This design comes from an exercise in tuning for small area, a short achievable clock period and few clock cycles per item on the open sky130 flow, not from production work. Function was checked by simulation only, so behaviour that the tests miss may differ from the original. No activity file was given, so power comes from the tool's default toggle rates.

File: flow/config.mk
export PLATFORM = sky130hd
export DESIGN_NAME = div32
export DESIGN_NICKNAME = div32
export VERILOG_FILES = /design/flow/design.v
export SDC_FILE = /design/flow/constraint.sdc
export NUM_CORES = 4
export LEC_CHECK = 0
export ABC_AREA = 1
export CAP_MARGIN = 20
export CORE_MARGIN = 2
export CORE_UTILIZATION = 50
export CTS_BUF_LIST = sky130_fd_sc_hd__clkbuf_8 sky130_fd_sc_hd__clkbuf_16
export CTS_CLUSTER_SIZE = 10
export SLEW_MARGIN = 20
File: flow/constraint.sdc
create_clock -name core_clock -period 140.0 [get_ports {clk}]
set_input_delay 28.0000 -clock core_clock [delete_from_list [all_inputs] [get_ports {clk}]]
set_output_delay 28.0000 -clock core_clock [all_outputs]
set_load 0.01 [all_outputs]
File: flow/design.v
module divmod
#(parameter W = 32)
(
    input  wire [W-1:0] n,    
    input  wire [31:0]  b,    
    output wire [W-1:0] ro,   
    output wire         qo    
);
wire [W:0]   c;
wire [W-1:0] x = c[W-1:0] ^ ~b[W-1:0];
assign c[0] = 1'b1;
genvar k;
generate for (k = 0; k < W; k = k + 1) begin : chain
    assign c[k+1] = x[k] ? n[k] : c[k];
end endgenerate
generate if (W < 32) begin : narrow
    assign qo = c[W] & ~|b[31:W];
end else begin : full
    assign qo = c[W];
end endgenerate
assign ro = n ^ ({W{qo}} & x);
endmodule
module div32
(
    input  wire        clk,
    input  wire        rst,
    input  wire        in_valid,
    output wire        in_ready,
    input  wire [31:0] in_q,
    input  wire [31:0] in_b,
    output reg         out_valid,
    output reg  [31:0] out_q,
    output reg  [31:0] out_r
);
assign in_ready = 1'b1;
reg        v0;
reg [31:0] d0;
reg [31:0] b0;
always @(posedge clk) begin
    v0 <= in_valid & ~rst;
    d0 <= in_q;
    b0 <= in_b;
end
wire [0:0] r0;
wire        q0;
divmod #(.W(1)) Stage0 (.n(d0[31]), .b(b0), .ro(r0), .qo(q0));
wire [31:0] e0 = {d0[30:0], q0};
wire [1:0] r1;
wire        q1;
divmod #(.W(2)) Stage1 (.n({r0, e0[31]}), .b(b0), .ro(r1), .qo(q1));
wire [31:0] e1 = {e0[30:0], q1};
wire [2:0] r2;
wire        q2;
divmod #(.W(3)) Stage2 (.n({r1, e1[31]}), .b(b0), .ro(r2), .qo(q2));
wire [31:0] e2 = {e1[30:0], q2};
wire [3:0] r3;
wire        q3;
divmod #(.W(4)) Stage3 (.n({r2, e2[31]}), .b(b0), .ro(r3), .qo(q3));
wire [31:0] e3 = {e2[30:0], q3};
wire [4:0] r4;
wire        q4;
divmod #(.W(5)) Stage4 (.n({r3, e3[31]}), .b(b0), .ro(r4), .qo(q4));
wire [31:0] e4 = {e3[30:0], q4};
wire [5:0] r5;
wire        q5;
divmod #(.W(6)) Stage5 (.n({r4, e4[31]}), .b(b0), .ro(r5), .qo(q5));
wire [31:0] e5 = {e4[30:0], q5};
wire [6:0] r6;
wire        q6;
divmod #(.W(7)) Stage6 (.n({r5, e5[31]}), .b(b0), .ro(r6), .qo(q6));
wire [31:0] e6 = {e5[30:0], q6};
wire [7:0] r7;
wire        q7;
divmod #(.W(8)) Stage7 (.n({r6, e6[31]}), .b(b0), .ro(r7), .qo(q7));
wire [31:0] e7 = {e6[30:0], q7};
wire [8:0] r8;
wire        q8;
divmod #(.W(9)) Stage8 (.n({r7, e7[31]}), .b(b0), .ro(r8), .qo(q8));
wire [31:0] e8 = {e7[30:0], q8};
wire [9:0] r9;
wire        q9;
divmod #(.W(10)) Stage9 (.n({r8, e8[31]}), .b(b0), .ro(r9), .qo(q9));
wire [31:0] e9 = {e8[30:0], q9};
wire [10:0] r10;
wire        q10;
divmod #(.W(11)) Stage10 (.n({r9, e9[31]}), .b(b0), .ro(r10), .qo(q10));
wire [31:0] e10 = {e9[30:0], q10};
wire [11:0] r11;
wire        q11;
divmod #(.W(12)) Stage11 (.n({r10, e10[31]}), .b(b0), .ro(r11), .qo(q11));
wire [31:0] e11 = {e10[30:0], q11};
reg        v1;
reg [31:0] d1;
reg [31:0] b1;
reg [11:0] r1_q;
always @(posedge clk) begin
    v1 <= v0 & ~rst;
    d1 <= e11;
    b1 <= b0;
    r1_q <= r11;
end
wire [12:0] r12;
wire        q12;
divmod #(.W(13)) Stage12 (.n({r1_q, d1[31]}), .b(b1), .ro(r12), .qo(q12));
wire [31:0] e12 = {d1[30:0], q12};
wire [13:0] r13;
wire        q13;
divmod #(.W(14)) Stage13 (.n({r12, e12[31]}), .b(b1), .ro(r13), .qo(q13));
wire [31:0] e13 = {e12[30:0], q13};
wire [14:0] r14;
wire        q14;
divmod #(.W(15)) Stage14 (.n({r13, e13[31]}), .b(b1), .ro(r14), .qo(q14));
wire [31:0] e14 = {e13[30:0], q14};
wire [15:0] r15;
wire        q15;
divmod #(.W(16)) Stage15 (.n({r14, e14[31]}), .b(b1), .ro(r15), .qo(q15));
wire [31:0] e15 = {e14[30:0], q15};
wire [16:0] r16;
wire        q16;
divmod #(.W(17)) Stage16 (.n({r15, e15[31]}), .b(b1), .ro(r16), .qo(q16));
wire [31:0] e16 = {e15[30:0], q16};
wire [17:0] r17;
wire        q17;
divmod #(.W(18)) Stage17 (.n({r16, e16[31]}), .b(b1), .ro(r17), .qo(q17));
wire [31:0] e17 = {e16[30:0], q17};
wire [18:0] r18;
wire        q18;
divmod #(.W(19)) Stage18 (.n({r17, e17[31]}), .b(b1), .ro(r18), .qo(q18));
wire [31:0] e18 = {e17[30:0], q18};
reg        v2;
reg [31:0] d2;
reg [31:0] b2;
reg [18:0] r2_q;
always @(posedge clk) begin
    v2 <= v1 & ~rst;
    d2 <= e18;
    b2 <= b1;
    r2_q <= r18;
end
wire [19:0] r19;
wire        q19;
divmod #(.W(20)) Stage19 (.n({r2_q, d2[31]}), .b(b2), .ro(r19), .qo(q19));
wire [31:0] e19 = {d2[30:0], q19};
wire [20:0] r20;
wire        q20;
divmod #(.W(21)) Stage20 (.n({r19, e19[31]}), .b(b2), .ro(r20), .qo(q20));
wire [31:0] e20 = {e19[30:0], q20};
wire [21:0] r21;
wire        q21;
divmod #(.W(22)) Stage21 (.n({r20, e20[31]}), .b(b2), .ro(r21), .qo(q21));
wire [31:0] e21 = {e20[30:0], q21};
wire [22:0] r22;
wire        q22;
divmod #(.W(23)) Stage22 (.n({r21, e21[31]}), .b(b2), .ro(r22), .qo(q22));
wire [31:0] e22 = {e21[30:0], q22};
wire [23:0] r23;
wire        q23;
divmod #(.W(24)) Stage23 (.n({r22, e22[31]}), .b(b2), .ro(r23), .qo(q23));
wire [31:0] e23 = {e22[30:0], q23};
reg        v3;
reg [31:0] d3;
reg [31:0] b3;
reg [23:0] r3_q;
always @(posedge clk) begin
    v3 <= v2 & ~rst;
    d3 <= e23;
    b3 <= b2;
    r3_q <= r23;
end
wire [24:0] r24;
wire        q24;
divmod #(.W(25)) Stage24 (.n({r3_q, d3[31]}), .b(b3), .ro(r24), .qo(q24));
wire [31:0] e24 = {d3[30:0], q24};
wire [25:0] r25;
wire        q25;
divmod #(.W(26)) Stage25 (.n({r24, e24[31]}), .b(b3), .ro(r25), .qo(q25));
wire [31:0] e25 = {e24[30:0], q25};
wire [26:0] r26;
wire        q26;
divmod #(.W(27)) Stage26 (.n({r25, e25[31]}), .b(b3), .ro(r26), .qo(q26));
wire [31:0] e26 = {e25[30:0], q26};
wire [27:0] r27;
wire        q27;
divmod #(.W(28)) Stage27 (.n({r26, e26[31]}), .b(b3), .ro(r27), .qo(q27));
wire [31:0] e27 = {e26[30:0], q27};
reg        v4;
reg [31:0] d4;
reg [31:0] b4;
reg [27:0] r4_q;
always @(posedge clk) begin
    v4 <= v3 & ~rst;
    d4 <= e27;
    b4 <= b3;
    r4_q <= r27;
end
wire [28:0] r28;
wire        q28;
divmod #(.W(29)) Stage28 (.n({r4_q, d4[31]}), .b(b4), .ro(r28), .qo(q28));
wire [31:0] e28 = {d4[30:0], q28};
wire [29:0] r29;
wire        q29;
divmod #(.W(30)) Stage29 (.n({r28, e28[31]}), .b(b4), .ro(r29), .qo(q29));
wire [31:0] e29 = {e28[30:0], q29};
wire [30:0] r30;
wire        q30;
divmod #(.W(31)) Stage30 (.n({r29, e29[31]}), .b(b4), .ro(r30), .qo(q30));
wire [31:0] e30 = {e29[30:0], q30};
wire [31:0] r31;
wire        q31;
divmod #(.W(32)) Stage31 (.n({r30, e30[31]}), .b(b4), .ro(r31), .qo(q31));
wire [31:0] e31 = {e30[30:0], q31};
always @(posedge clk) begin
    out_valid <= v4 & ~rst;
    out_q     <= e31;
    out_r     <= r31;
end
endmodule
File: flow/flow/run.sh
#!/bin/bash
# The standard layout, with plain buf_1 cells as the port buffers.
set -euo pipefail
export BUFFER_PORTS_ARGS="-buffer_cell sky130_fd_sc_hd__buf_1"
bash standard.sh finish > flow.log 2>&1
File: flow/standard.sh
#!/bin/bash
# synth_recipe.tcl (not shown) runs the flow's synth.tcl, then flattens the netlist and writes it again
# the make line also repeats each setting of config.mk as NAME=value (left out here)
make -C /OpenROAD-flow-scripts/flow DESIGN_CONFIG=/design/flow/config.mk WORK_HOME=/design/flow/orfs CLKGATE_MAP_FILE= SYNTH_SCRIPT=/design/flow/synth_recipe.tcl "${@:-finish}"
==> run notes, run 1 <==
- Outcome: no timing/DRC/antenna violations
- Fin. Hold Viols: 0
- Fin worst setup slack: 110.92 ns
- Maximum vdd ir drop: 0.0104 mV
- P_leak: 15.5 nW
- Synth Cell Area: 28700 µm²
- Ratio of final minimum period to clock period: 20.8%
- Dpl ws: 111.55 ns
- Crit end category: primary output
- Clock network fraction of total power: 35.4%
- CTS max path bufs: 3
- Vias in the first global route: 23200
- Fin nets: 4491
- Worst-Skew Late Latency: 0.63 ns
- Slowest stage delay, CP: 0.30 ns
- Sw Pwr: 112 µW
- Initial drt markers: 819
- Vias: 24800
- Port Buffers: 131
- Critical path data arrival time: 1.08 ns
- Global-route wire length before repair: 103 mm
- Reg power frac: 42.1%
- Syn Inst Count: 4345
- N_diodes: 0
- Total GRT Usage: 20.0%
- CP startpoint kind: register
- CTS root buf: clkbuf_16
- DR pass1 iterations: 5
- Full die area: 59400 µm²
- Core area: 56600 µm²
- Drt total wl: 57.7 mm
- Asr flop ratio synth: 0%
- H-tree Lvls: 2
- Gpl congestion: 0.893
- Area grow syn2layout: 8.23%
- Cell breakdown of the critical path: buf_1
- Vias/cell: 4.77
- Fmax: 34.4 MHz
- Largest net degree at the start of global routing: 63
- Crit path kind: reg2out
- Maxcap violations: 0
- Syn_nets: 4412
- Rows: 87
- Register bit total from synthesis: 473
- # hold bufs at CTS: 0
- Crit path max-delay cell type: dfxtp_1
- Register area share after synthesis: 33.0%
- Die W: 244 µm
- Synth Warn #: 1
- Initial core utilization: 50.8%
- Pwr dens: 11.5 nW/µm²
- Crit path max fanout: 1
- Post-synth EDFFs: 0
- Drt wl/cell: 11.1 µm
- Switching share of power: 31.3%
- Final Core Density: 54.9%
- Setup Viol. Count Final: 0
- Final slew viol count: 0
- Clk_skew: 0.0211 ns
- Clock transition at path regs: 0.05 ns
- Bufs and invs on worst path: 1
- Initial antenna violation count: 0
- Clock Sink Count: 473
- Post-route ant nets: 0
- Synth unique cells: 53
- DP HPWL: 46.9 mm
- Setup bufs post-CTS: 0
- # resized after CTS: 0
- CP required: 112.00 ns
- Internal power: 247 µW
- Die Span Y: 244 µm
- Slew @ Worst Pin: 0.973 ns
- Setup TNS: 0 ns
- Top FF cell, synth: dfxtp_1
- RSZ-0062 raised after global routing: false
- Avg Synthesized Cell Area: 6.61 µm²
- GRT overflow: 0
- TritonCTS clock tree: done
- Hold/Removal Path Class: reg2reg
- Crit-path leading delay family: flip-flops
- CTS Buf Count: 56
- Post-route DRC: 0
- Post-layout minimum cycle time: 29.08 ns
- Layout cells sized above 1: 5.11%
- Combinational Power Share: 22.5%
- Relative slew margins: 35.0%
- I/O pins: 133
==> path summary, 6_finish.rpt <==
| check | slack, ns | to | startpoint | depth (start not counted) |
|---|---|---|---|---|
| worst max-delay path | 110.92 | out_q[12] | out_q[12]$_DFF_P_ | 1 |
| worst min-delay path | 0.31 | d4[5]$_DFF_P_ | d3[1]$_DFF_P_ | 0 |
| worst max register to register | 115.19 | r2_q[8]$_DFF_P_ | b1[1]$_DFF_P_ | 238 |
| worst min register to register | 0.31 | d4[5]$_DFF_P_ | d3[1]$_DFF_P_ | 0 |
==> Yosys cell counts (3+ instances only) <==
| library cell | number | area (µm²) |
|---|---|---|
| nand2_1 | 1595 | 5990 |
| nand3_1 | 737 | 3690 |
| dfxtp_1 | 473 | 9470 |
| inv_1 | 452 | 1700 |
| xor2_1 | 335 | 2930 |
| xnor2_1 | 138 | 1210 |
| nor2_1 | 132 | 495 |
| o21ai_1 | 53 | 265 |
| clkbuf_1 | 47 | 176 |
| inv_2 | 40 | 150 |
| nand4_1 | 35 | 219 |
| o21bai_1 | 35 | 263 |
| buf_2 | 25 | 125 |
| nor2_2 | 22 | 138 |
| xor2_2 | 20 | 325 |
| buf_4 | 19 | 143 |
| nand2_2 | 19 | 119 |
| or2_1 | 17 | 106 |
| a21oi_1 | 15 | 75.1 |
| or2_2 | 15 | 93.8 |
| o21ai_0 | 13 | 65.1 |
| nor2_4 | 11 | 124 |
| buf_6 | 10 | 113 |
| nand3b_1 | 10 | 75.1 |
| nor4_1 | 9 | 56.3 |
| nand3_2 | 6 | 60.1 |
| o21ai_2 | 6 | 52.6 |
| a21boi_1 | 5 | 37.5 |
| buf_8 | 5 | 75.1 |
| nand2_4 | 5 | 56.3 |
| o211ai_1 | 5 | 37.5 |
| a21o_1 | 4 | 30.0 |
| a21oi_2 | 3 | 26.3 |
| buf_1 | 3 | 11.3 |
| clkbuf_8 | 3 | 41.3 |
| o21bai_2 | 3 | 33.8 |
==> layout make-up <==
cell class / instances / area [µm²]
tap: 756 / 946
inverter: 494 / 1860
clock buffer: 59 / 1440
clock inverter: 15 / 155
multi-input combinational: 3265 / 16700
fill: 5736 / 25500
sequential: 473 / 9470
timing repair buffer: 134 / 514
==> metrics by stage <==
stage	instances	cell area, µm²	hold slack [ns]	power, mW
5_1_grt	5196	31100	0.327	0.385
3_5_place_dp	5122	29500	0.312	0.235
2_1_floorplan	4345	28700	0.310	0.222
4_1_cts	5196	31100	0.309	0.365
3_3_place_gp	5122	29500	0.310	0.234
6_report	5196	31100	0.311	0.359
==> power groups by stage <==
stage	registers (mW)	logic, mW	clock network (mW)
floorplan	0.153	0.0686	0
global placement	0.154	0.0801	0
detailed placement	0.154	0.0812	0
CTS	0.151	0.0814	0.132
global route	0.152	0.0950	0.137
finish	0.151	0.0809	0.127
==> cells in the final DEF, fill, tap and decap left out, types with 4 or more instances in the layout <==
cell type,count
nand3b_1,10
clkbuf_16,56
buf_1,131
o211ai_1,5
or2_2,15
o21ai_0,13
nand4_1,35
xor2_1,335
nand2_4,5
inv_1,458
a21o_1,4
nor2_4,11
or2_1,17
a21boi_1,5
nand2_1,1595
a21oi_1,15
nand2_2,19
nand3_2,6
nand3_1,737
o21bai_1,35
o21ai_2,6
xor2_2,20
inv_2,40
nor2_2,22
nor2_1,132
dfxtp_1,473
nor4_1,9
o21ai_1,53
xnor2_1,138
==> kinds of logic after synthesis <==
family,count (synthesis),share of synthesized area (%)
AND/OR/NAND/NOR,2617,39.2
XOR/XNOR,493,15.6
AO/OA/AOI/OAI,154,3.44
flip-flops,473,33.0
buffers and inverters,607,8.88
other,1,0.0131
==> layer usage <==
metal | global-route usage (%) | up-vias | wire length [µm] | share of wire (%)
met3 | 2.62 | 69 | 1650 | 2.9
met5 | 0 | - | 0 | 0
li1 | - | 13700 | - | -
met2 | 37.0 | 233 | 27500 | 48
met4 | 5.51 | 0 | 1170 | 2.0
met1 | 24.2 | 10700 | 27400 | 47
==> state kept, by name (all words and copies together) (netlist names), 12 cells and up <==
register,flops
d3,32
b4,32
r3_q,24
b3,32
d0,32
b1,32
out_q,32
b2,32
d2,32
out_r,32
d1,32
r1_q,12
b0,32
r2_q,19
d4,32
r4_q,28
Testbench counts, summed over its fixed seeds: cycles 16,048, items 16,000.
==> inputs of run 2 (changes only) <==
--- a/flow/config.mk
+++ b/flow/config.mk
@@ -9,6 +9,6 @@
 export CAP_MARGIN = 20
 export CORE_MARGIN = 2
-export CORE_UTILIZATION = 50
-export CTS_BUF_LIST = sky130_fd_sc_hd__clkbuf_8 sky130_fd_sc_hd__clkbuf_16
-export CTS_CLUSTER_SIZE = 10
+export CORE_UTILIZATION = 60
+export CTS_BUF_LIST = sky130_fd_sc_hd__clkbuf_16
+export CTS_CLUSTER_SIZE = 25
 export SLEW_MARGIN = 20
==> run notes, run 2 <==
- Outcome: no timing/DRC/antenna violations
- Full die area: 49700 µm² (-16%)
- Pwr dens: 11.7 nW/µm² (+1.7%)
- Top post-synthesis cells by count: nand2_1, nand3_1, dfxtp_1, inv_1, xor2_1
- DP HPWL: 44.4 mm (-5.4%)
- Synth Cell Area: 28700 µm² (unchanged)
- Register area share after synthesis: 33.0% (unchanged)
- Asr flop ratio synth: 0% (unchanged)
- Internal power: 250 µW (+1.3%)
- Total GRT Usage: 23.0% (+3.0 points)
- CP startpoint kind: register
- Syn Inst Count: 4345 (unchanged)
- DR pass1 iterations: 5 (unchanged)
- Maximum vdd ir drop: 0.0112 mV (+8.6%)
- Crit path kind: reg2out
- Initial antenna violation count: 0 (unchanged)
- Crit end category: primary output
- Setup TNS: 0 ns (unchanged)
- Initial drt markers: 1122 (+37%)
- Fin nets: 4482 (-0.20%)
- Syn_nets: 4412 (unchanged)
- Post-synth EDFFs: 0 (unchanged)
- N_diodes: 0 (unchanged)
- Rows: 80 (-8.0%)
- Post-route ant nets: 0 (unchanged)
- CTS Buf Count: 50 (-11%)
- Post-layout minimum cycle time: 29.08 ns (unchanged)
- Synth unique cells: 53 (unchanged)
- Slowest stage delay, CP: 0.32 ns (+0.02 ns)
- Fmax: 34.4 MHz (about the same)
- FF-to-FF Start: b1[0]$_DFF_P_
- Worst reg-to-reg path cell count: 238 (unchanged)
- CTS max path bufs: 3 (unchanged)
- RSZ-0062 raised after global routing: false
- Port Buffers: 131 (unchanged)
- Clk_skew: 0.0174 ns (-0.00368 ns)
- Largest net degree at the start of global routing: 63 (unchanged)
- Vias in the first global route: 22700 (-2.1%)
- Commonest non-fill, non-tap cell in the layout: nand2_1
- Reg2reg end: r2_q[0]$_DFF_P_
- Slew @ Worst Pin: 1.09 ns (+0.113 ns)
- Top-area cell type share of the netlist area: 33.0% (unchanged)
- Die W: 223 µm (-8.6%)
- CTS root buf: clkbuf_16
- Hold/Removal Path Class: reg2reg
- Hold path endpoint: d3[30]$_DFF_P_
- Global-route wire length before repair: 98.8 mm (-3.6%)
- Final slew viol count: 0 (unchanged)
- P_leak: 15.6 nW (+0.17%)
- Vias: 25100 (+1.2%)
- Hold Startpoint: d2[25]$_DFF_P_
- GRT overflow: 0 (unchanged)
- Cell Count, Final, Fillers Out: 5069 (-2.4%)
- Post-route DRC: 0 (unchanged)
- Synth Warn #: 1 (unchanged)
- Hold path depth: 0 (unchanged)
- Drt wl/cell: 11.0 µm (-1.4%)
- Vias/cell: 4.94 (+3.7%)
- Sw Pwr: 114 µW (+1.1%)
- Placed insts: 4978 (-2.8%)
- Area grow syn2layout: 7.76%
- Crit path max-delay cell type: dfxtp_1
- Setup bufs post-CTS: 0 (unchanged)
- Maxcap violations: 0 (unchanged)
- Ratio of final minimum period to clock period: 20.8% (unchanged)
- Top FF cell, synth: dfxtp_1
- Critical path data arrival time: 1.08 ns (about the same)
- Commonest cells after routing, fill and taps aside: nand2_1, nand3_1, dfxtp_1
- Area leader, netlist: dfxtp_1
- Relative slew margins: 26.9% (-8.0 points)
- Initial core utilization: 60.4% (+9.7 points)
- Die Span Y: 223 µm (-8.6%)
- Fin. Hold Viols: 0 (unchanged)
- Gpl congestion: 0.881 (-1.3%)
- Combinational Power Share: 22.2% (-0.3 points)
- Reg power frac: 41.5% (-0.6 points)
- Worst-Skew Late Latency: 0.60 ns (-0.03 ns)
- Register bit total from synthesis: 473 (unchanged)
- Avg Synthesized Cell Area: 6.61 µm² (unchanged)
- I/O pins: 133 (unchanged)
- Layout cells sized above 1: 5.12% (+0.0064 points)
- CP required: 112.00 ns (about the same)
- Core area: 47500 µm² (-16%)
- Bufs and invs on worst path: 1 (unchanged)
- Crit-path leading delay family: flip-flops
- Drt total wl: 55.6 mm (-3.8%)
- Setup Viol. Count Final: 0 (unchanged)
- Clock network fraction of total power: 36.3% (+0.9 points)
- Clock transition at path regs: 0.06 ns (about the same)
- TritonCTS clock tree: done
- Cell breakdown of the critical path: buf_1
- # resized after CTS: 0 (unchanged)
- Clock Sink Count: 473 (unchanged)
- # hold bufs at CTS: 0 (unchanged)
- Worst reg2reg setup slack: 115.01 ns (-0.18 ns)
- Main area contributors after synthesis: dfxtp_1, nand2_1, nand3_1
- H-tree Lvls: 2 (unchanged)
- Switching share of power: 31.2% (-0.041 points)
- Crit path max fanout: 1 (unchanged)
- Count leader, synth: nand2_1
-- run 2: cell counts after synthesis --
No cell type changed its count.
-- run 2: final cells by class --
class | instances | area (µm²)
Clock buffer | 50 | 1250
Clock inverter | 41 | 409
Fill cell | 4434 | 16600
Inverter | 494 | 1860
Multi-Input combinational cell | 3265 | 16700
Sequential cell | 473 | 9470
Tap cell | 615 | 769
Timing Repair Buffer | 131 | 492
-- run 2: worst max-delay path by stage --
stage | start | to | cells past startpoint
5_1_grt | out_q[22]$_DFF_P_ | out_q[22] | 1
3_3_place_gp | out_valid$_DFF_P_ | out_valid | 1
4_1_cts | out_q[22]$_DFF_P_ | out_q[22] | 1
2_1_floorplan | out_q[0]$_DFF_P_ | out_q[0] | 0
3_5_place_dp | out_q[26]$_DFF_P_ | out_q[26] | 1
6_report | out_q[22]$_DFF_P_ | out_q[22] | 1
-- run 2: routing by layer --
metal / vias to the layer above / GRT usage, % / share of wire [%]
met5: - / 0 / 0
met4: 0 / 8.70 / 3.4
met3: 82 / 2.90 / 3.0
met2: 279 / 41.1 / 46
met1: 10900 / 28.3 / 47
li1: 13800 / - / -
-- run 2: kinds of logic after synthesis --
kind of cell / count (synthesis) / synth area share, %
flops: 473 / 33.0
other cells: 1 / 0.0131
compound gates: 154 / 3.44
xor+xnor: 493 / 15.6
buf+inv: 607 / 8.88
simple gates: 2617 / 39.2
-- run 2: power groups by stage --
stage                     Clock (mW)  Sequential (mW)  Combinational (mW)
final                          0.132            0.151              0.0808
after global routing           0.140            0.152              0.0949
after CTS                      0.135            0.151              0.0811
after detailed placement           0            0.154              0.0806
after floorplan                    0            0.153              0.0686
after global placement             0            0.154              0.0796
-- run 2: metrics by stage --
stage / utilization (%) / power, mW / worst slack (ns) / hold WS, ns / area, µm²
after detailed placement: 61.6 / 0.235 / 111.55 / 0.312 / 29300
final: 65.1 / 0.364 / 110.92 / 0.317 / 31000
after global routing: 65.1 / 0.387 / 110.87 / 0.328 / 31000
after global placement: 61.6 / 0.233 / 111.56 / 0.310 / 29300
after CTS: 65.1 / 0.367 / 110.87 / 0.319 / 31000
after floorplan: - / 0.222 / 111.67 / 0.310 / 28700
==> inputs of run 3 (changes only) <==
--- a/flow/config.mk
+++ b/flow/config.mk
@@ -10,5 +10,6 @@
 export CORE_MARGIN = 2
 export CORE_UTILIZATION = 60
-export CTS_BUF_LIST = sky130_fd_sc_hd__clkbuf_16
-export CTS_CLUSTER_SIZE = 25
+export CTS_BUF_LIST = sky130_fd_sc_hd__clkbuf_8
+export CTS_CLUSTER_DIAMETER = 50
+export CTS_CLUSTER_SIZE = 20
 export SLEW_MARGIN = 20
==> run notes, run 3 <==
- Outcome: no timing/DRC/antenna violations
- Fmax: 34.3 MHz (-0.19%)
- Tot Pwr: 322 µW (-11%)
- Commonest non-fill, non-tap cell in the layout: nand2_1
- Clk_skew: 0.0349 ns (+0.0174 ns)
- Avg Synthesized Cell Area: 6.61 µm² (unchanged)
- Top FF cell, synth: dfxtp_1
- Post-route DRC: 0 (unchanged)
- Fin. Hold Viols: 0 (unchanged)
- Pwr dens: 10.6 nW/µm² (-9.5%)
- Largest net degree at the start of global routing: 63 (unchanged)
- Initial drt markers: 1135 (+1.2%)
- Maxcap violations: 0 (unchanged)
- Crit path max-delay cell type: dfxtp_1
- Rows: 80 (unchanged)
- Slew @ Worst Pin: 1.12 ns (+0.0320 ns)
- Placed insts: 4978 (unchanged)
- DR pass1 iterations: 5 (unchanged)
- Clock network fraction of total power: 28.3% (-8.0 points)
- Register area share after synthesis: 33.0% (unchanged)
- Die W: 223 µm (unchanged)
- CP startpoint kind: register
- Final slew viol count: 0 (unchanged)
- Switching share of power: 35.1% (+3.9 points)
- Ratio of final minimum period to clock period: 20.8% (+0.039 points)
- Layout cells sized above 1: 5.27% (+0.15 points)
- Dpl ws: 111.55 ns (unchanged)
- Clock Sink Count: 473 (unchanged)
- Post-layout minimum cycle time: 29.13 ns (+0.0550 ns)
- Register area: 9470 µm² (unchanged)
- CTS max path bufs: 3 (unchanged)
- N_diodes: 0 (unchanged)
- Hold/Removal Path Class: reg2reg
- Setup Viol. Count Final: 0 (unchanged)
- Syn Inst Count: 4345 (unchanged)
- I/O pins: 133 (unchanged)
- Area leader, netlist: dfxtp_1
- Commonest cells after routing, fill and taps aside: nand2_1, nand3_1, dfxtp_1
- Initial core utilization: 60.4% (unchanged)
- CTS Buf Count: 44 (-12%)
- Cell breakdown of the critical path: buf_1
- Combinational Power Share: 25.0% (+2.8 points)
- RSZ-0062 raised after global routing: false
- CP required: 112.00 ns (about the same)
- Main area contributors after synthesis: dfxtp_1, nand2_1, nand3_1
- Port Buffers: 131 (unchanged)
- GRT overflow: 0 (unchanged)
- Cell Count, Final, Fillers Out: 5058 (-0.22%)
- Count leader, synth: nand2_1
- Bufs and invs on worst path: 1 (unchanged)
- Crit end category: primary output
- Vias: 24900 (-0.62%)
- Internal power: 209 µW (-16%)
- Multi-input gate area: 16700 µm² (unchanged)
- Crit-path leading delay family: flip-flops
- Register bit total from synthesis: 473 (unchanged)
- Critical path data arrival time: 1.13 ns (+0.05 ns)
- Fin worst setup slack: 110.87 ns (-0.0550 ns)
- Initial antenna violation count: 0 (unchanged)
- Fin nets: 4476 (-0.13%)
- Relative slew margins: 24.8% (-2.2 points)
- Worst-Skew Late Latency: 0.66 ns (+0.06 ns)
- Fill cells: 4529 (+2.1%)
- Post-route ant nets: 0 (unchanged)
- Crit path kind: reg2out
- Post-synth EDFFs: 0 (unchanged)
- # hold bufs at CTS: 0 (unchanged)
- Vias/cell: 4.92 (-0.41%)
- Setup TNS: 0 ns (unchanged)
- Slowest stage delay, CP: 0.33 ns (about the same)
- Crit path max fanout: 1 (unchanged)
- Die Span Y: 223 µm (unchanged)
- Drt total wl: 54.4 mm (-2.0%)
- Setup bufs post-CTS: 0 (unchanged)
- Synth Warn #: 1 (unchanged)
- Global-route wire length before repair: 97.1 mm (-1.7%)
- # resized after CTS: 0 (unchanged)
- Asr flop ratio synth: 0% (unchanged)
- Synth Cell Area: 28700 µm² (unchanged)
- TritonCTS clock tree: done
- Gpl congestion: 0.881 (unchanged)
- Full die area: 49700 µm² (unchanged)
- Top post-synthesis cells by count: nand2_1, nand3_1, dfxtp_1, inv_1, xor2_1
- Synth unique cells: 53 (unchanged)
- Clock transition at path regs: 0.11 ns (+0.05 ns)
- DP HPWL: 44.4 mm (unchanged)
- Core area: 47500 µm² (unchanged)
- CTS root buf: clkbuf_8
- Sw Pwr: 113 µW (-0.24%)
- Area grow syn2layout: 5.61%
- Syn_nets: 4412 (unchanged)
- FF-to-FF Start: b1[0]$_DFF_P_
- Vias in the first global route: 22300 (-1.7%)
- H-tree Lvls: 2 (unchanged)
- Drt wl/cell: 10.8 µm (-1.8%)
- Hold Startpoint: d3[25]$_DFF_P_
- Reg power frac: 46.7% (+5.2 points)
- Top-area cell type share of the netlist area: 33.0% (unchanged)
- Maximum vdd ir drop: 0.00963 mV (-14%)
- Total GRT Usage: 22.6% (-0.45 points)
- P_leak: 15.2 nW (-2.1%)
- Crit path launch: out_q[25]$_DFF_P_
## run 3: kinds of logic (layout without fill, tap and decap cells)
| family | Yosys count | after routing | synth area share (%) |
|---|---|---|---|
| buf+inv | 607 | 705 | 8.88 |
| compound gates | 154 | 154 | 3.44 |
| simple gates | 2617 | 2617 | 39.2 |
| xor+xnor | 493 | 493 | 15.6 |
| flops | 473 | 473 | 33.0 |
| other cells | 1 | 1 | 0.0131 |
## run 3: final cells by class
cell class,instances,share of cell area [%]
Timing Repair Buffer,131,1.62
Clock inverter,34,1.35
Inverter,494,6.13
Tap cell,615,2.54
Clock buffer,46,2.09
Sequential cell,473,31.2
Multi-Input combinational cell,3265,55.1
## run 3: worst paths after layout
kind,end,slack (ns),depth (start not counted)
min,d4[29]$_DFF_P_,0.33,0
max reg2reg,r2_q[0]$_DFF_P_,115.08,238
min reg2reg,d4[29]$_DFF_P_,0.33,0
max,out_q[25],110.87,1
## run 3: per-layer routing
| layer | vias to the layer above | part of all wire (%) | global-route usage (%) | routed length, µm |
|---|---|---|---|---|
| met3 | 65 | 2.8 | 3.05 | 1540 |
| met4 | 0 | 2.4 | 6.30 | 1290 |
| met2 | 243 | 47 | 40.8 | 25500 |
| li1 | 13700 | - | - | - |
| met1 | 10900 | 48 | 28.0 | 26100 |
| met5 | - | 0 | 0 | 0 |
## run 3: power groups by stage
| stage | clock network (mW) | registers, mW | logic (mW) |
|---|---|---|---|
| after CTS | 0.0946 | 0.151 | 0.0809 |
| after global placement | 0 | 0.154 | 0.0796 |
| after detailed placement | 0 | 0.154 | 0.0806 |
| after global routing | 0.0996 | 0.152 | 0.0947 |
| final | 0.0913 | 0.151 | 0.0806 |
| after floorplan | 0 | 0.153 | 0.0686 |
## run 3: through the flow
step	hold slack [ns]	instance area (µm²)	util, %
3_3_place_gp	0.310	29300	61.6
5_1_grt	0.331	30300	63.8
3_5_place_dp	0.312	29300	61.6
4_1_cts	0.318	30300	63.8
6_report	0.328	30300	63.8
2_1_floorplan	0.310	28700	-
==> inputs of run 4 (changes only) <==
==> flow/run.sh (new file) <==
#!/bin/bash
# synth_recipe.tcl (not shown) runs the flow's synth.tcl, then flattens the netlist and writes it again
# the make line also repeats each setting of config.mk as NAME=value (left out here)
make -C /OpenROAD-flow-scripts/flow DESIGN_CONFIG=/design/flow/config.mk WORK_HOME=/design/flow/orfs CLKGATE_MAP_FILE= SYNTH_SCRIPT=/design/flow/synth_recipe.tcl finish
--- a/flow/config.mk
+++ b/flow/config.mk
@@ -9,7 +9,7 @@
 export CAP_MARGIN = 20
 export CORE_MARGIN = 2
-export CORE_UTILIZATION = 60
-export CTS_BUF_LIST = sky130_fd_sc_hd__clkbuf_8
-export CTS_CLUSTER_DIAMETER = 50
-export CTS_CLUSTER_SIZE = 20
+export CORE_UTILIZATION = 65
+export CTS_BUF_LIST = sky130_fd_sc_hd__clkbuf_4 sky130_fd_sc_hd__clkbuf_8
+export CTS_CLUSTER_SIZE = 30
+export PLACE_DENSITY = 0.75
 export SLEW_MARGIN = 20
removed: flow/flow/run.sh
removed: flow/standard.sh
==> run notes, run 4 <==
- Die Span Y: 214 µm (-3.9%)
- Post-route DRC: 0 (unchanged)
- DP HPWL: 43.6 mm (-1.8%)
- Synth Area in Adders: 0% (unchanged)
- Register bit total from synthesis: 473 (unchanged)
- Clock Sink Count: 473 (unchanged)
- TritonCTS clock tree: done
- Synth unique cells: 53 (unchanged)
- Fmax: 33.9 MHz (-1.3%)
- Commonest cells after routing, fill and taps aside: nand2_1, nand3_1, dfxtp_1
- # hold bufs at CTS: 0 (unchanged)
- Initial antenna violation count: 2 (+2)
- Main combinational cell family by area after synthesis: simple AND/OR/NAND/NOR gates
- Rows: 77 (-3.8%)
- Crit-path leading delay family: buffers and inverters
- CTS Buf Count: 73 (+66%)
- CTS root buf: clkbuf_8
- DR pass1 iterations: 5 (unchanged)
- # resized after CTS: 0 (unchanged)
- Top post-synthesis cells by count: nand2_1, nand3_1, dfxtp_1, inv_1, xor2_1
- Post-layout minimum cycle time: 29.52 ns (+0.391 ns)
- Area post-placement: 30100 µm² (+2.8%)
- Placed insts: 4957 (-0.42%)
- Clock transition at path regs: 0.06 ns (-0.05 ns)
- Register area share after synthesis: 33.0% (unchanged)
- Setup bufs post-CTS: 0 (unchanged)
- Drt total wl: 54.2 mm (-0.46%)
- Crit path kind: reg2out
- Crit end category: primary output
- Post-route ant nets: 0 (unchanged)
- I/O pins: 133 (unchanged)
- CP required: 112.00 ns (about the same)
- Port Buffers: 131 (unchanged)
- Count leader, synth: nand2_1
- Top-area cell type share of the netlist area: 33.0% (unchanged)
- Ratio of final minimum period to clock period: 21.1% (+0.28 points)
- Asr flop ratio synth: 0% (unchanged)
- Area grow syn2layout: 10.3%
- Global-route wire length before repair: 97.0 mm (about the same)
- Simple-gate portion of the synthesized area: 39.2% (unchanged)
- Initial core utilization: 65.4% (+5.0 points)
- Cell Count, Final, Fillers Out: 5088 (+0.59%)
- Area fraction in compound gates after synthesis: 3.44% (unchanged)
- Area leader, netlist: dfxtp_1
- Drt wl/cell: 10.6 µm (-1.0%)
- Design area: 31700 µm² (+4.4%)
- Tot Pwr: 357 µW (+11%)
- Slowest stage delay, CP: 0.55 ns (+0.22 ns)
- Relative slew margins: 24.3% (-0.49 points)
- Full die area: 45900 µm² (-7.6%)
- P_leak: 15.9 nW (+4.3%)
- Outcome: no timing/DRC/antenna violations
- Vias: 25400 (+1.9%)
- Dpl ws: 111.16 ns (-0.386 ns)
- Hold/Removal Path Class: reg2reg
- Final slew viol count: 0 (unchanged)
- Synth Cell Area: 28700 µm² (unchanged)
- Bufs and invs on worst path: 1 (unchanged)
- Critical path data arrival time: 1.52 ns (+0.39 ns)
- Synth Warn #: 1 (unchanged)
- Top FF cell, synth: dfxtp_1
- Fin nets: 4507 (+0.69%)
- Cell breakdown of the critical path: clkdlybuf4s50_1
- Commonest non-fill, non-tap cell in the layout: nand2_1
- Setup Viol. Count Final: 0 (unchanged)
- Slew @ Worst Pin: 1.13 ns (+0.00725 ns)
- Gpl congestion: 0.876 (-0.59%)
- Vias/cell: 4.99 (+1.3%)
- Worst-Skew Late Latency: 0.65 ns (about the same)
- Mux share of post-synthesis cell area: 0% (unchanged)
- Layout cells sized above 1: 6.39% (+1.1 points)
- Avg Synthesized Cell Area: 6.61 µm² (unchanged)
- Clk_skew: 0.0255 ns (-0.00939 ns)
- Fin. Hold Viols: 0 (unchanged)
- Syn_nets: 4412 (unchanged)
- Fin worst setup slack: 110.48 ns (-0.391 ns)
- Maxcap violations: 0 (unchanged)
- CTS max path bufs: 3 (unchanged)
- GRT overflow: 0 (unchanged)
- Setup TNS: 0 ns (unchanged)
- Vias in the first global route: 23100 (+3.6%)
- Largest net degree at the start of global routing: 63 (unchanged)
- Syn Inst Count: 4345 (unchanged)
- Crit path max-delay cell type: clkdlybuf4s50_1
- Fill cells: 3832 (-15%)
- Core area: 43900 µm² (-7.6%)
- Initial drt markers: 1222 (+7.7%)
- Crit path max fanout: 1 (unchanged)
- Xor/xnor share of the synthesized area: 15.6% (unchanged)
- Post-synth EDFFs: 0 (unchanged)
- H-tree Lvls: 3 (+1)
- Total GRT Usage: 24.3% (+1.8 points)
- CP startpoint kind: register
- Die W: 214 µm (-3.9%)
- RSZ-0062 raised after global routing: false
- Main area contributors after synthesis: dfxtp_1, nand2_1, nand3_1
- Maximum vdd ir drop: 0.0138 mV (+43%)
- Pwr dens: 11.3 nW/µm² (+6.1%)
-- run 4: final timing paths --
check,startpoint,end,slack (ns),cells past startpoint
worst min register to register,d2[8]$_DFF_P_,d3[13]$_DFF_P_,0.31,0
worst max-delay path,out_q[17]$_DFF_P_,out_q[17],110.48,1
worst max register to register,b1[0]$_DFF_P_,r2_q[8]$_DFF_P_,114.98,238
worst min-delay path,d2[8]$_DFF_P_,d3[13]$_DFF_P_,0.31,0
-- run 4: area by class of cell --
class                   instances  area (µm²)  share of cell area [%]
inverters                     494        1860                    5.87
flip-flops and latches        473        9470                    29.9
well taps                     592         741                    2.34
clock buffers                 107        1360                    4.29
diodes                          2        5.00                  0.0158
multi-input cells            3265       16700                    52.7
repair buffers                133        1330                    4.19
clock inverters                22         216                   0.683
-- run 4: logic make-up after synthesis --
family / count (synthesis)
compound gates: 154
xor+xnor: 493
buf+inv: 607
flops: 473
other cells: 1
simple gates: 2617
-- run 4: per-layer routing --
layer | vias up | GRT usage [%] | share of wire, %
met5 | - | 0 | 0
met4 | 0 | 11.5 | 4.4
met3 | 109 | 3.94 | 3.5
met2 | 357 | 44.2 | 47
met1 | 11100 | 27.9 | 45
li1 | 13800 | - | -
-- run 4: where the power goes --
part | switching [mW] | internal (mW) | total (mW)
logic | 0.0529 | 0.0340 | 0.0869
clock network | 0.0512 | 0.0684 | 0.120
registers | 0.00660 | 0.144 | 0.151
-- run 4: metrics by stage --
stage | util (%) | hold WS (ns)
finish | 72.1 | 0.308
global route | 72.1 | 0.309
CTS | 72.1 | 0.308
detailed placement | 68.5 | 0.312
global placement | 68.5 | 0.310
floorplan | - | 0.310
==> inputs of run 5 (changes only) <==
--- a/flow/config.mk
+++ b/flow/config.mk
@@ -9,7 +9,6 @@
 export CAP_MARGIN = 20
 export CORE_MARGIN = 2
-export CORE_UTILIZATION = 65
-export CTS_BUF_LIST = sky130_fd_sc_hd__clkbuf_4 sky130_fd_sc_hd__clkbuf_8
-export CTS_CLUSTER_SIZE = 30
-export PLACE_DENSITY = 0.75
+export CORE_UTILIZATION = 50
+export CTS_BUF_LIST = sky130_fd_sc_hd__clkbuf_8 sky130_fd_sc_hd__clkbuf_16
+export CTS_CLUSTER_SIZE = 10
 export SLEW_MARGIN = 20
==> run notes, run 5 <==
- Outcome: no timing/DRC/antenna violations
- Post-route DRC: 0 (unchanged)
- Layout cells sized above 1: 5.10% (-1.3 points)
- # resized after CTS: 0 (unchanged)
- Clock Sink Count: 473 (unchanged)
- Gpl congestion: 0.915 (+4.5%)
- I/O pins: 133 (unchanged)
- Post-synth EDFFs: 0 (unchanged)
- Hold/Removal Path Class: reg2reg
- Initial drt markers: 890 (-27%)
- Area leader, netlist: dfxtp_1
- Port Buffers: 131 (unchanged)
- CTS Buf Count: 55 (-25%)
- Asr flop ratio synth: 0% (unchanged)
- Crit end category: primary output
- Vias: 24800 (-2.3%)
- Register area share after synthesis: 33.0% (unchanged)
- Maximum vdd ir drop: 0.0106 mV (-23%)
- DR pass1 iterations: 5 (unchanged)
- Fill cells: 5607 (+46%)
- Setup Viol. Count Final: 0 (unchanged)
- Reg2reg end: r2_q[8]$_DFF_P_
- Pwr dens: 11.4 nW/µm² (+1.3%)
- FF-to-FF Start: b1[1]$_DFF_P_
- Core area: 56600 µm² (+29%)
- Setup TNS: 0 ns (unchanged)
- Syn Inst Count: 4345 (unchanged)
- Cell Count, Final, Fillers Out: 5191 (+2.0%)
- P_leak: 15.9 nW (-0.30%)
- Ratio of final minimum period to clock period: 21.0% (-0.049 points)
- Top post-synthesis cells by count: nand2_1, nand3_1, dfxtp_1, inv_1, xor2_1
- Crit path max-delay cell type: clkdlybuf4s50_1
- CTS root buf: clkbuf_16
- Initial antenna violation count: 1 (-1)
- Drt total wl: 58.0 mm (+7.0%)
- Total GRT Usage: 20.2% (-4.1 points)
- Syn_nets: 4412 (unchanged)
- Main area contributors after synthesis: dfxtp_1, nand2_1, nand3_1
- Fmax: 33.9 MHz (+0.23%)
- Register bit total from synthesis: 473 (unchanged)
- Hold path depth: 0 (unchanged)
- Synth unique cells: 53 (unchanged)
- Maxcap violations: 0 (unchanged)
- Slew @ Worst Pin: 0.967 ns (-0.158 ns)
- Die Span Y: 244 µm (+14%)
- RSZ-0062 raised after global routing: false
- Fin nets: 4489 (-0.40%)
- Clk_skew: 0.0219 ns (-0.00363 ns)
- Top FF cell, synth: dfxtp_1
- Fin. Hold Viols: 0 (unchanged)
- Fin Hold WS: 0.321 ns (+0.0127 ns)
- Full die area: 59400 µm² (+29%)
- Worst reg-to-reg path cell count: 238 (unchanged)
- Vias in the first global route: 23700 (+2.7%)
- Placed insts: 5121 (+3.3%)
- DP HPWL: 47.3 mm (+8.6%)
- GRT met2 Usage: 38.2% (-6.0 points)
- Worst reg2reg setup slack: 114.90 ns (-0.08 ns)
- H-tree Lvls: 2 (-1)
- Crit path max fanout: 1 (unchanged)
- Largest net degree at the start of global routing: 63 (unchanged)
- CP required: 112.00 ns (about the same)
- Clock transition at path regs: 0.05 ns (about the same)
- Top Usage Layer GRT: met2
- Count leader, synth: nand2_1
- Crit-path leading delay family: buffers and inverters
- Area grow syn2layout: 10.9%
- Critical path data arrival time: 1.46 ns (-0.06 ns)
- Relative slew margins: 35.4% (+11 points)
- Post-route ant nets: 0 (unchanged)
- Cell breakdown of the critical path: clkdlybuf4s50_1
- Synth Warn #: 1 (unchanged)
- Final slew viol count: 0 (unchanged)
- TritonCTS clock tree: done
- # hold bufs at CTS: 0 (unchanged)
- GRT met1 Usage: 24.0% (-3.9 points)
- Synth Cell Area: 28700 µm² (unchanged)
- Top-area cell type share of the netlist area: 33.0% (unchanged)
- CP startpoint kind: register
- Commonest non-fill, non-tap cell in the layout: nand2_1
- Global-route wire length before repair: 104 mm (+6.8%)
- Commonest cells after routing, fill and taps aside: nand2_1, nand3_1, dfxtp_1
- N_diodes: 0 (-2)
- Setup bufs post-CTS: 0 (unchanged)
- Initial core utilization: 50.8% (-15 points)
- Hold Startpoint: d4[3]$_DFF_P_
- Rows: 87 (+13%)
- Worst-Skew Late Latency: 0.61 ns (-0.04 ns)
- Met3 Usage GRT: 2.61% (-1.3 points)
- CTS max path bufs: 3 (unchanged)
- Bufs and invs on worst path: 1 (unchanged)
- Crit path kind: reg2out
- Hold path endpoint: out_q[7]$_DFF_P_
- GRT overflow: 0 (unchanged)
- Post-layout minimum cycle time: 29.46 ns (-0.0690 ns)
- Slowest stage delay, CP: 0.55 ns (about the same)
- Die W: 244 µm (+14%)
- Vias/cell: 4.77 (-4.3%)
- Drt wl/cell: 11.2 µm (+4.8%)
- Avg Synthesized Cell Area: 6.61 µm² (unchanged)
[run 5: metal layers]
layer	share of wire (%)	routed length, µm
met1	47	27200
met2	48	28000
met3	3.0	1750
met4	1.8	1030
met5	0	0
[run 5: cell families (layout without fill, tap and decap cells)]
| family | count (synthesis) | after routing | synth area share [%] |
|---|---|---|---|
| and+or+nand+nor | 2617 | 2617 | 39.2 |
| other | 1 | 1 | 0.0131 |
| buffers and inverters | 607 | 697 | 8.88 |
| AOI/OAI and AO/OA | 154 | 154 | 3.44 |
| xor gates and xnor gates | 493 | 493 | 15.6 |
| DFF | 473 | 473 | 33.0 |
[run 5: how the worst max path moves through the flow]
stage                                 start         to  slack [ns]  depth (start not counted)
after floorplan            out_q[0]$_DFF_P_   out_q[0]      111.67                          0
after global placement    out_q[24]$_DFF_P_  out_q[24]      111.18                          1
after detailed placement  out_q[20]$_DFF_P_  out_q[20]      111.16                          1
after CTS                 out_r[20]$_DFF_P_  out_r[20]      110.50                          1
after global routing      out_r[24]$_DFF_P_  out_r[24]      110.50                          1
final                     out_q[23]$_DFF_P_  out_q[23]      110.55                          1
[run 5: power by group]
part / switching (mW) / leakage [nW] / internal, mW / total, mW
sequential: 0.00666 / 3.95 / 0.144 / 0.151
clock: 0.0513 / 0.781 / 0.0746 / 0.126
combinational: 0.0531 / 11.1 / 0.0340 / 0.0871
total: 0.111 / 15.9 / 0.253 / 0.364
[run 5: layout make-up]
class                   instances  area [µm²]  share of cell area (%)
clock buffers                  61        1460                    4.58
clock inverters                 9         105                   0.330
inverters                     494        1860                    5.83
multi-input cells            3265       16700                    52.4
flip-flops and latches        473        9470                    29.7
well taps                     756         946                    2.97
repair buffers                133        1330                    4.16
[run 5: stage by stage]
stage | setup WS (ns) | utilization [%] | instance area (µm²) | power (mW)
2_1_floorplan | 111.67 | - | 28700 | 0.222
3_3_place_gp | 111.18 | 53.6 | 30300 | 0.240
3_5_place_dp | 111.16 | 53.6 | 30300 | 0.242
4_1_cts | 110.50 | 56.3 | 31900 | 0.369
5_1_grt | 110.50 | 56.3 | 31900 | 0.390
6_report | 110.55 | 56.3 | 31900 | 0.364
==> inputs of run 6 (changes only) <==
==> flow/flow/run.sh (new file) <==
#!/bin/bash
# Own layout flow: the standard layout (standard.sh) with two changes.
#  1. Synthesis is the standard synthesis script (synth_recipe.tcl) except
#     that ABC maps with flow/abc.script (area-oriented mapping without
#     ABC's own buffering and sizing; the placer's repair fixes fanout).
#     Everything else, registers and their names included, is as standard.
#  2. The port buffers are plain sky130_fd_sc_hd__buf_1 cells.
# Each tool's output goes to its own log in this folder (and ORFS's logs).
set -euo pipefail
here=$(pwd)
abc_script=$here/flow/abc.script
# synthesis script: synth_recipe.tcl with the ABC script swapped
{
  head -n 1 synth_recipe.tcl
  cat <<TCL
proc abc {args} {
  set i [lsearch -exact \$args -script]
  if {\$i >= 0} { lset args [expr {\$i + 1}] $abc_script }
  yosys abc {*}\$args
}
TCL
  tail -n +2 synth_recipe.tcl
} > own_synth.tcl
sed "s#SYNTH_SCRIPT=[^ ]*synth_recipe.tcl#SYNTH_SCRIPT=$here/own_synth.tcl#" standard.sh > own_standard.sh
grep -q "own_synth.tcl" own_standard.sh
export BUFFER_PORTS_ARGS="-buffer_cell sky130_fd_sc_hd__buf_1"
bash own_standard.sh synth > synth.log 2>&1
bash own_standard.sh finish > layout.log 2>&1
==> flow/flow/abc.script (new file) <==
strash
dch
map -B 0.9
==> flow/standard.sh (new file) <==
#!/bin/bash
# synth_recipe.tcl (not shown) runs the flow's synth.tcl, then flattens the netlist and writes it again
# the make line also repeats each setting of config.mk as NAME=value (left out here)
make -C /OpenROAD-flow-scripts/flow DESIGN_CONFIG=/design/flow/config.mk WORK_HOME=/design/flow/orfs CLKGATE_MAP_FILE= SYNTH_SCRIPT=/design/flow/synth_recipe.tcl "${@:-finish}"
removed: flow/run.sh
==> run notes, run 6 <==
- Crit path max fanout: 1 (unchanged)
- Maxcap violations: 0 (unchanged)
- P_leak: 13.7 nW (-13%)
- Relative slew margins: 23.2% (-12 points)
- Largest net degree at the start of global routing: 63 (unchanged)
- Slowest stage delay, CP: 0.32 ns (-0.23 ns)
- Initial antenna violation count: 0 (-1)
- RSZ-0062 raised after global routing: false
- Hold/Removal Path Class: reg2reg
- Initial core utilization: 50.4% (-0.40 points)
- Die Span Y: 239 µm (-2.0%)
- DR pass1 iterations: 5 (unchanged)
- Main area contributors after synthesis: dfxtp_1, nand2_1, nand3_1
- Crit-path leading delay family: flip-flops
- Setup bufs post-CTS: 0 (unchanged)
- Post-route DRC: 0 (unchanged)
- N_diodes: 0 (unchanged)
- Setup TNS: 0 ns (unchanged)
- Area grow syn2layout: 11.0% (about the same)
- Post-layout minimum cycle time: 29.06 ns (-0.390 ns)
- Fin Hold WS: 0.317 ns (-0.00388 ns)
- GRT met1 Usage: 24.1% (+0.077 points)
- Setup Viol. Count Final: 0 (unchanged)
- Avg Synthesized Cell Area: 6.52 µm² (-1.5%)
- Tot Pwr: 358 µW (-1.6%)
- Fin. Hold Viols: 0 (unchanged)
- Fmax: 34.4 MHz (+1.3%)
- CTS root buf: clkbuf_16
- Full die area: 57100 µm² (-3.9%)
- Post-synth EDFFs: 0 (unchanged)
- Clk_skew: 0.0175 ns (-0.00437 ns)
- GRT overflow: 0 (unchanged)
- Top FF cell, synth: dfxtp_1
- DP HPWL: 45.7 mm (-3.5%)
- Drt total wl: 55.7 mm (-3.9%)
- Total GRT Usage: 20.3% (+0.038 points)
- Cell breakdown of the critical path: buf_1
- # hold bufs at CTS: 0 (unchanged)
- Die W: 239 µm (-2.0%)
- Synth unique cells: 28 (-47%)
- Dpl ws: 111.56 ns (+0.396 ns)
- Top post-synthesis cells by count: nand2_1, nand3_1, clkinv_1, dfxtp_1, xor2_1
- Top Usage Layer GRT: met2
- Syn_nets: 4300 (-2.5%)
- Crit path kind: reg2out
- Final slew viol count: 0 (unchanged)
- Clock transition at path regs: 0.05 ns (about the same)
- Slew @ Worst Pin: 1.14 ns (+0.174 ns)
- Final Core Density: 55.9% (-0.40 points)
- # resized after CTS: 0 (unchanged)
- Commonest cells after routing, fill and taps aside: nand2_1, nand3_1, clkinv_1
- Design area: 30600 µm² (-3.9%)
- Post-route ant nets: 0 (unchanged)
- Area post-placement: 29000 µm² (-4.3%)
- Vias: 24800 (-0.028%)
- Core area: 54800 µm² (-3.2%)
- Area leader, netlist: dfxtp_1
- Register bit total from synthesis: 473 (unchanged)
- CP startpoint kind: register
- Bufs and invs on worst path: 1 (unchanged)
- Syn Inst Count: 4233 (-2.6%)
- Top-area cell type share of the netlist area: 34.3% (+1.4 points)
- Worst-Skew Late Latency: 0.60 ns (about the same)
- Crit path max-delay cell type: dfxtp_1
- Asr flop ratio synth: 0% (unchanged)
- Outcome: no timing/DRC/antenna violations
- Critical path data arrival time: 1.06 ns (-0.40 ns)
- Count leader, synth: nand2_1
- Fin nets: 4494 (+0.11%)
- Initial drt markers: 746 (-16%)
- Rows: 86 (-1.1%)
- Port Buffers: 131 (unchanged)
- Vias in the first global route: 22700 (-4.2%)
- CP required: 112.00 ns (about the same)
- GRT met2 Usage: 37.6% (-0.60 points)
- CTS max path bufs: 3 (unchanged)
- Pwr dens: 11.7 nW/µm² (+2.4%)
- Crit end category: primary output
- Placed insts: 5073 (-0.94%)
- Clock Sink Count: 473 (unchanged)
- Cell Count, Final, Fillers Out: 5147 (-0.85%)
- Maximum vdd ir drop: 0.00953 mV (-9.6%)
- Register area share after synthesis: 34.3% (+1.4 points)
- Ratio of final minimum period to clock period: 20.8% (-0.28 points)
- I/O pins: 133 (unchanged)
- H-tree Lvls: 2 (unchanged)
- CTS Buf Count: 56 (+1.8%)
- Drt wl/cell: 10.8 µm (-3.0%)
- Layout cells sized above 1: 2.63% (-2.5 points)
- Commonest non-fill, non-tap cell in the layout: nand2_1
- Synth Cell Area: 27600 µm² (-4.0%)
- Synth Warn #: 1 (unchanged)
- Fin worst setup slack: 110.94 ns (+0.390 ns)
- Met3 Usage GRT: 3.09% (+0.48 points)
- TritonCTS clock tree: done
- Vias/cell: 4.81 (+0.83%)
- Global-route wire length before repair: 99.4 mm (-4.1%)
- Gpl congestion: 0.859 (-6.1%)
==> run 6: worst register-to-register path, delay by kind of cell, from the launching register on <==
| family | cells | cell delay, ns |
|---|---|---|
| and+or+nand+nor | 120 | 15.87 |
| buffers and inverters | 20 | 2.66 |
| xor gates and xnor gates | 9 | 1.94 |
| AOI/OAI and AO/OA | 35 | 6.27 |
| DFF | 1 | 0.31 |
==> run 6: report_power, final <==
group          leakage, nW  switching (mW)  internal, mW  total (mW)
Sequential            3.95         0.00661         0.144       0.151
Clock                0.808          0.0508        0.0777       0.128
Combinational         8.99          0.0516        0.0271      0.0787
Total                 13.7           0.109         0.249       0.358
==> run 6: kinds of logic after synthesis <==
family | synth area share [%]
other cells | 0.0136
flops | 34.3
compound gates | 3.40
buf+inv | 6.75
xor+xnor | 15.7
simple gates | 39.9
==> run 6: final cells by class <==
| cell class | count | area (µm²) |
|---|---|---|
| tap | 704 | 881 |
| timing repair buffer | 137 | 537 |
| fill | 5495 | 24100 |
| multi-input combinational | 3265 | 16300 |
| clock inverter | 12 | 144 |
| sequential | 473 | 9470 |
| inverter | 494 | 1850 |
| clock buffer | 62 | 1480 |
==> run 6: path summary, 6_finish.rpt <==
kind / startpoint / slack, ns / to / depth (start not counted)
max: out_q[15]$_DFF_P_ / 110.94 / out_q[15] / 1
min: d2[13]$_DFF_P_ / 0.32 / d3[18]$_DFF_P_ / 0
max reg2reg: b0[28]$_DFF_P_ / 112.84 / r1_q[9]$_DFF_P_ / 184
min reg2reg: d2[13]$_DFF_P_ / 0.32 / d3[18]$_DFF_P_ / 0
==> run 6: routing by layer <==
layer	share of wire [%]	up-vias
met5	0	-
li1	-	13800
met2	48	220
met4	2.3	0
met3	2.7	74
met1	47	10700
==> inputs of run 7 (changes only) <==
--- a/flow/config.mk
+++ b/flow/config.mk
@@ -9,6 +9,7 @@
 export CAP_MARGIN = 20
 export CORE_MARGIN = 2
-export CORE_UTILIZATION = 50
-export CTS_BUF_LIST = sky130_fd_sc_hd__clkbuf_8 sky130_fd_sc_hd__clkbuf_16
-export CTS_CLUSTER_SIZE = 10
+export CORE_UTILIZATION = 60
+export CTS_BUF_LIST = sky130_fd_sc_hd__clkbuf_8
+export CTS_CLUSTER_DIAMETER = 50
+export CTS_CLUSTER_SIZE = 20
 export SLEW_MARGIN = 20
==> run notes, run 7 <==
- Outcome: no timing/DRC/antenna violations
- Ratio of final minimum period to clock period: 20.8% (+0.051 points)
- Rows: 78 (-9.3%)
- Clk_skew: 0.0297 ns (+0.0122 ns)
- Final Core Density: 65.8% (+9.9 points)
- Die W: 218 µm (-8.6%)
- Die Span Y: 218 µm (-8.6%)
- Register area share after synthesis: 34.3% (unchanged)
- Vias/cell: 4.94 (+2.7%)
- Design area: 29900 µm² (-2.5%)
- Vias: 24900 (+0.65%)
- Core area: 45400 µm² (-17%)
- CTS root buf: clkbuf_8
- Slowest stage delay, CP: 0.33 ns (about the same)
- Drt wl/cell: 10.5 µm (-2.8%)
- CTS max path bufs: 3 (unchanged)
- Cell Count, Final, Fillers Out: 5044 (-2.0%)
- Setup Viol. Count Final: 0 (unchanged)
- Global-route wire length before repair: 94.6 mm (-4.9%)
- Crit end category: primary output
- Fin. Hold Viols: 0 (unchanged)
- Full die area: 47700 µm² (-16%)
- TritonCTS clock tree: done
- Slew @ Worst Pin: 1.02 ns (-0.116 ns)
- GRT overflow: 0 (unchanged)
- Cell breakdown of the critical path: buf_1
- Simple-gate portion of the synthesized area: 39.9% (unchanged)
- Hold Startpoint: d1[15]$_DFF_P_
- Hold/Removal Path Class: reg2reg
- Multi-input gate area: 16300 µm² (about the same)
- Asr flop ratio synth: 0% (unchanged)
- Fmax: 34.3 MHz (-0.24%)
- Syn Inst Count: 4233 (unchanged)
- Maxcap violations: 0 (unchanged)
- Setup TNS: 0 ns (unchanged)
- Maximum vdd ir drop: 0.0111 mV (+16%)
- Mux share of post-synthesis cell area: 0% (unchanged)
- Fin nets: 4481 (-0.29%)
- # resized after CTS: 0 (unchanged)
- Synth Warn #: 1 (unchanged)
- # hold bufs at CTS: 0 (unchanged)
- H-tree Lvls: 2 (unchanged)
- Main area contributors after synthesis: dfxtp_1, nand2_1, nand3_1
- Fin Hold WS: 0.322 ns (+0.00534 ns)
- Commonest cells after routing, fill and taps aside: nand2_1, nand3_1, clkinv_1
- Placed insts: 4970 (-2.0%)
- Crit path max fanout: 1 (unchanged)
- Crit path kind: reg2out
- Post-layout minimum cycle time: 29.14 ns (+0.0710 ns)
- I/O pins: 133 (unchanged)
- Post-route DRC: 0 (unchanged)
- Worst-Skew Late Latency: 0.65 ns (+0.05 ns)
- Pwr dens: 10.7 nW/µm² (-8.9%)
- Clock Sink Count: 473 (unchanged)
- P_leak: 13.4 nW (-2.2%)
- Top-area cell type share of the netlist area: 34.3% (unchanged)
- Register bit total from synthesis: 473 (unchanged)
- Largest net degree at the start of global routing: 63 (unchanged)
- Post-route ant nets: 0 (unchanged)
- Area leader, netlist: dfxtp_1
- Tot Pwr: 318 µW (-11%)
- Register area: 9470 µm² (unchanged)
- Initial drt markers: 975 (+31%)
- Critical path data arrival time: 1.14 ns (+0.08 ns)
- Avg Synthesized Cell Area: 6.52 µm² (unchanged)
- CP required: 112.00 ns (about the same)
- Bufs and invs on worst path: 1 (unchanged)
- Final slew viol count: 0 (unchanged)
- Vias in the first global route: 22300 (-2.0%)
- CP startpoint kind: register
- Count leader, synth: nand2_1
- Area grow syn2layout: 8.24%
- Relative slew margins: 31.1% (+7.8 points)
- Crit path max-delay cell type: dfxtp_1
- Commonest non-fill, non-tap cell in the layout: nand2_1
- DR pass1 iterations: 5 (unchanged)
- CTS Buf Count: 42 (-25%)
- Syn_nets: 4300 (unchanged)
- Clock transition at path regs: 0.11 ns (+0.06 ns)
- Initial core utilization: 60.8% (+10 points)
- Fin worst setup slack: 110.86 ns (-0.0710 ns)
- Crit path launch: out_q[31]$_DFF_P_
- Initial antenna violation count: 2 (+2)
- Top FF cell, synth: dfxtp_1
- Synth Area in Adders: 0% (unchanged)
- Dpl ws: 111.53 ns (-0.0280 ns)
- Xor/xnor share of the synthesized area: 15.7% (unchanged)
- Synth Cell Area: 27600 µm² (unchanged)
- Drt total wl: 53.1 mm (-4.7%)
- Fill cells: 4308 (-22%)
- Gpl congestion: 0.885 (+3.1%)
- Area post-placement: 28900 µm² (-0.43%)
- Synth unique cells: 28 (unchanged)
- Area fraction in compound gates after synthesis: 3.40% (unchanged)
- Port Buffers: 131 (unchanged)
- RSZ-0062 raised after global routing: false
- Layout cells sized above 1: 2.66% (+0.023 points)
- Setup bufs post-CTS: 0 (unchanged)
- Crit-path leading delay family: flip-flops
- Total GRT Usage: 23.1% (+2.8 points)
- Post-synth EDFFs: 0 (unchanged)
- DP HPWL: 43.6 mm (-4.5%)
- FF-to-FF Start: b0[28]$_DFF_P_
- Top post-synthesis cells by count: nand2_1, nand3_1, clkinv_1, dfxtp_1, xor2_1
- Main combinational cell family by area after synthesis: simple AND/OR/NAND/NOR gates
[run 7: cell counts after synthesis]
Identical to the previous run, type by type.
[run 7: routing by layer]
layer | up-vias | GRT usage, % | part of all wire (%)
li1 | 13800 | - | -
met1 | 10800 | 26.7 | 46
met2 | 229 | 43.5 | 48
met3 | 77 | 2.76 | 2.7
met4 | 2 | 7.89 | 2.8
met5 | - | 0 | 0.024
[run 7: cell families after synthesis]
logic type,Yosys count
AOI/OAI and AO/OA,154
xor gates and xnor gates,493
buffers and inverters,495
DFF,473
other,1
and+or+nand+nor,2617
[run 7: path summary, 6_finish.rpt]
path | depth (start not counted) | end | slack, ns
max | 1 | out_q[31] | 110.86
min | 0 | d2[22]$_DFF_P_ | 0.32
max reg2reg | 183 | r1_q[10]$_DFF_P_ | 112.62
min reg2reg | 0 | d2[22]$_DFF_P_ | 0.32
[run 7: layout make-up]
class / count / share of cell area, %
well taps: 600 / 2.51
inverters: 494 / 6.21
clock buffers: 46 / 2.12
clock inverters: 27 / 1.16
repair buffers: 138 / 1.82
multi-input cells: 3265 / 54.4
flip-flops and latches: 473 / 31.7
diodes: 1 / 0.00838
[run 7: report_power, final]
group,internal (mW),switching (mW)
clock network,0.0380,0.0507
logic,0.0272,0.0518
registers,0.144,0.00651

separate check: timing with driven ports:
The flow's constraints put no driver on any port. The routed layouts listed below were extracted and timed again, unchanged, in two steps. Step 1 assumes that a clkbuf_16 drives the clock port and a buf_2 every other input. Step 2 moves the port delays by t, midway between the first and last clock arrival at a register: inputs arrive t later, outputs are due t later. That takes back most of the time a late clock gives input paths. a / b / c = ideal ports / drivers / drivers and shift; a / b = the first two.
| run | t (ns) | setup slack, ns | worst register clock-pin slew, ns |
|---|---|---|---|
| run 1 | 0.677 | 110.922 / 110.861 / 111.538 | 0.06 / 0.06 |
| run 2 | 0.652 | 110.922 / 110.864 / 111.516 | 0.07 / 0.07 |
| run 3 | 0.694 | 110.867 / 110.815 / 111.509 | 0.11 / 0.11 |
| run 4 | 0.698 | 110.476 / 110.422 / 111.120 | 0.06 / 0.06 |
| run 5 | 0.659 | 110.545 / 110.486 / 111.144 | 0.06 / 0.06 |
| run 6 | 0.653 | 110.935 / 110.878 / 111.531 | 0.06 / 0.06 |
| run 7 | 0.689 | 110.864 / 110.811 / 111.500 | 0.11 / 0.11 |
After both steps setup and hold are still met in every run listed.
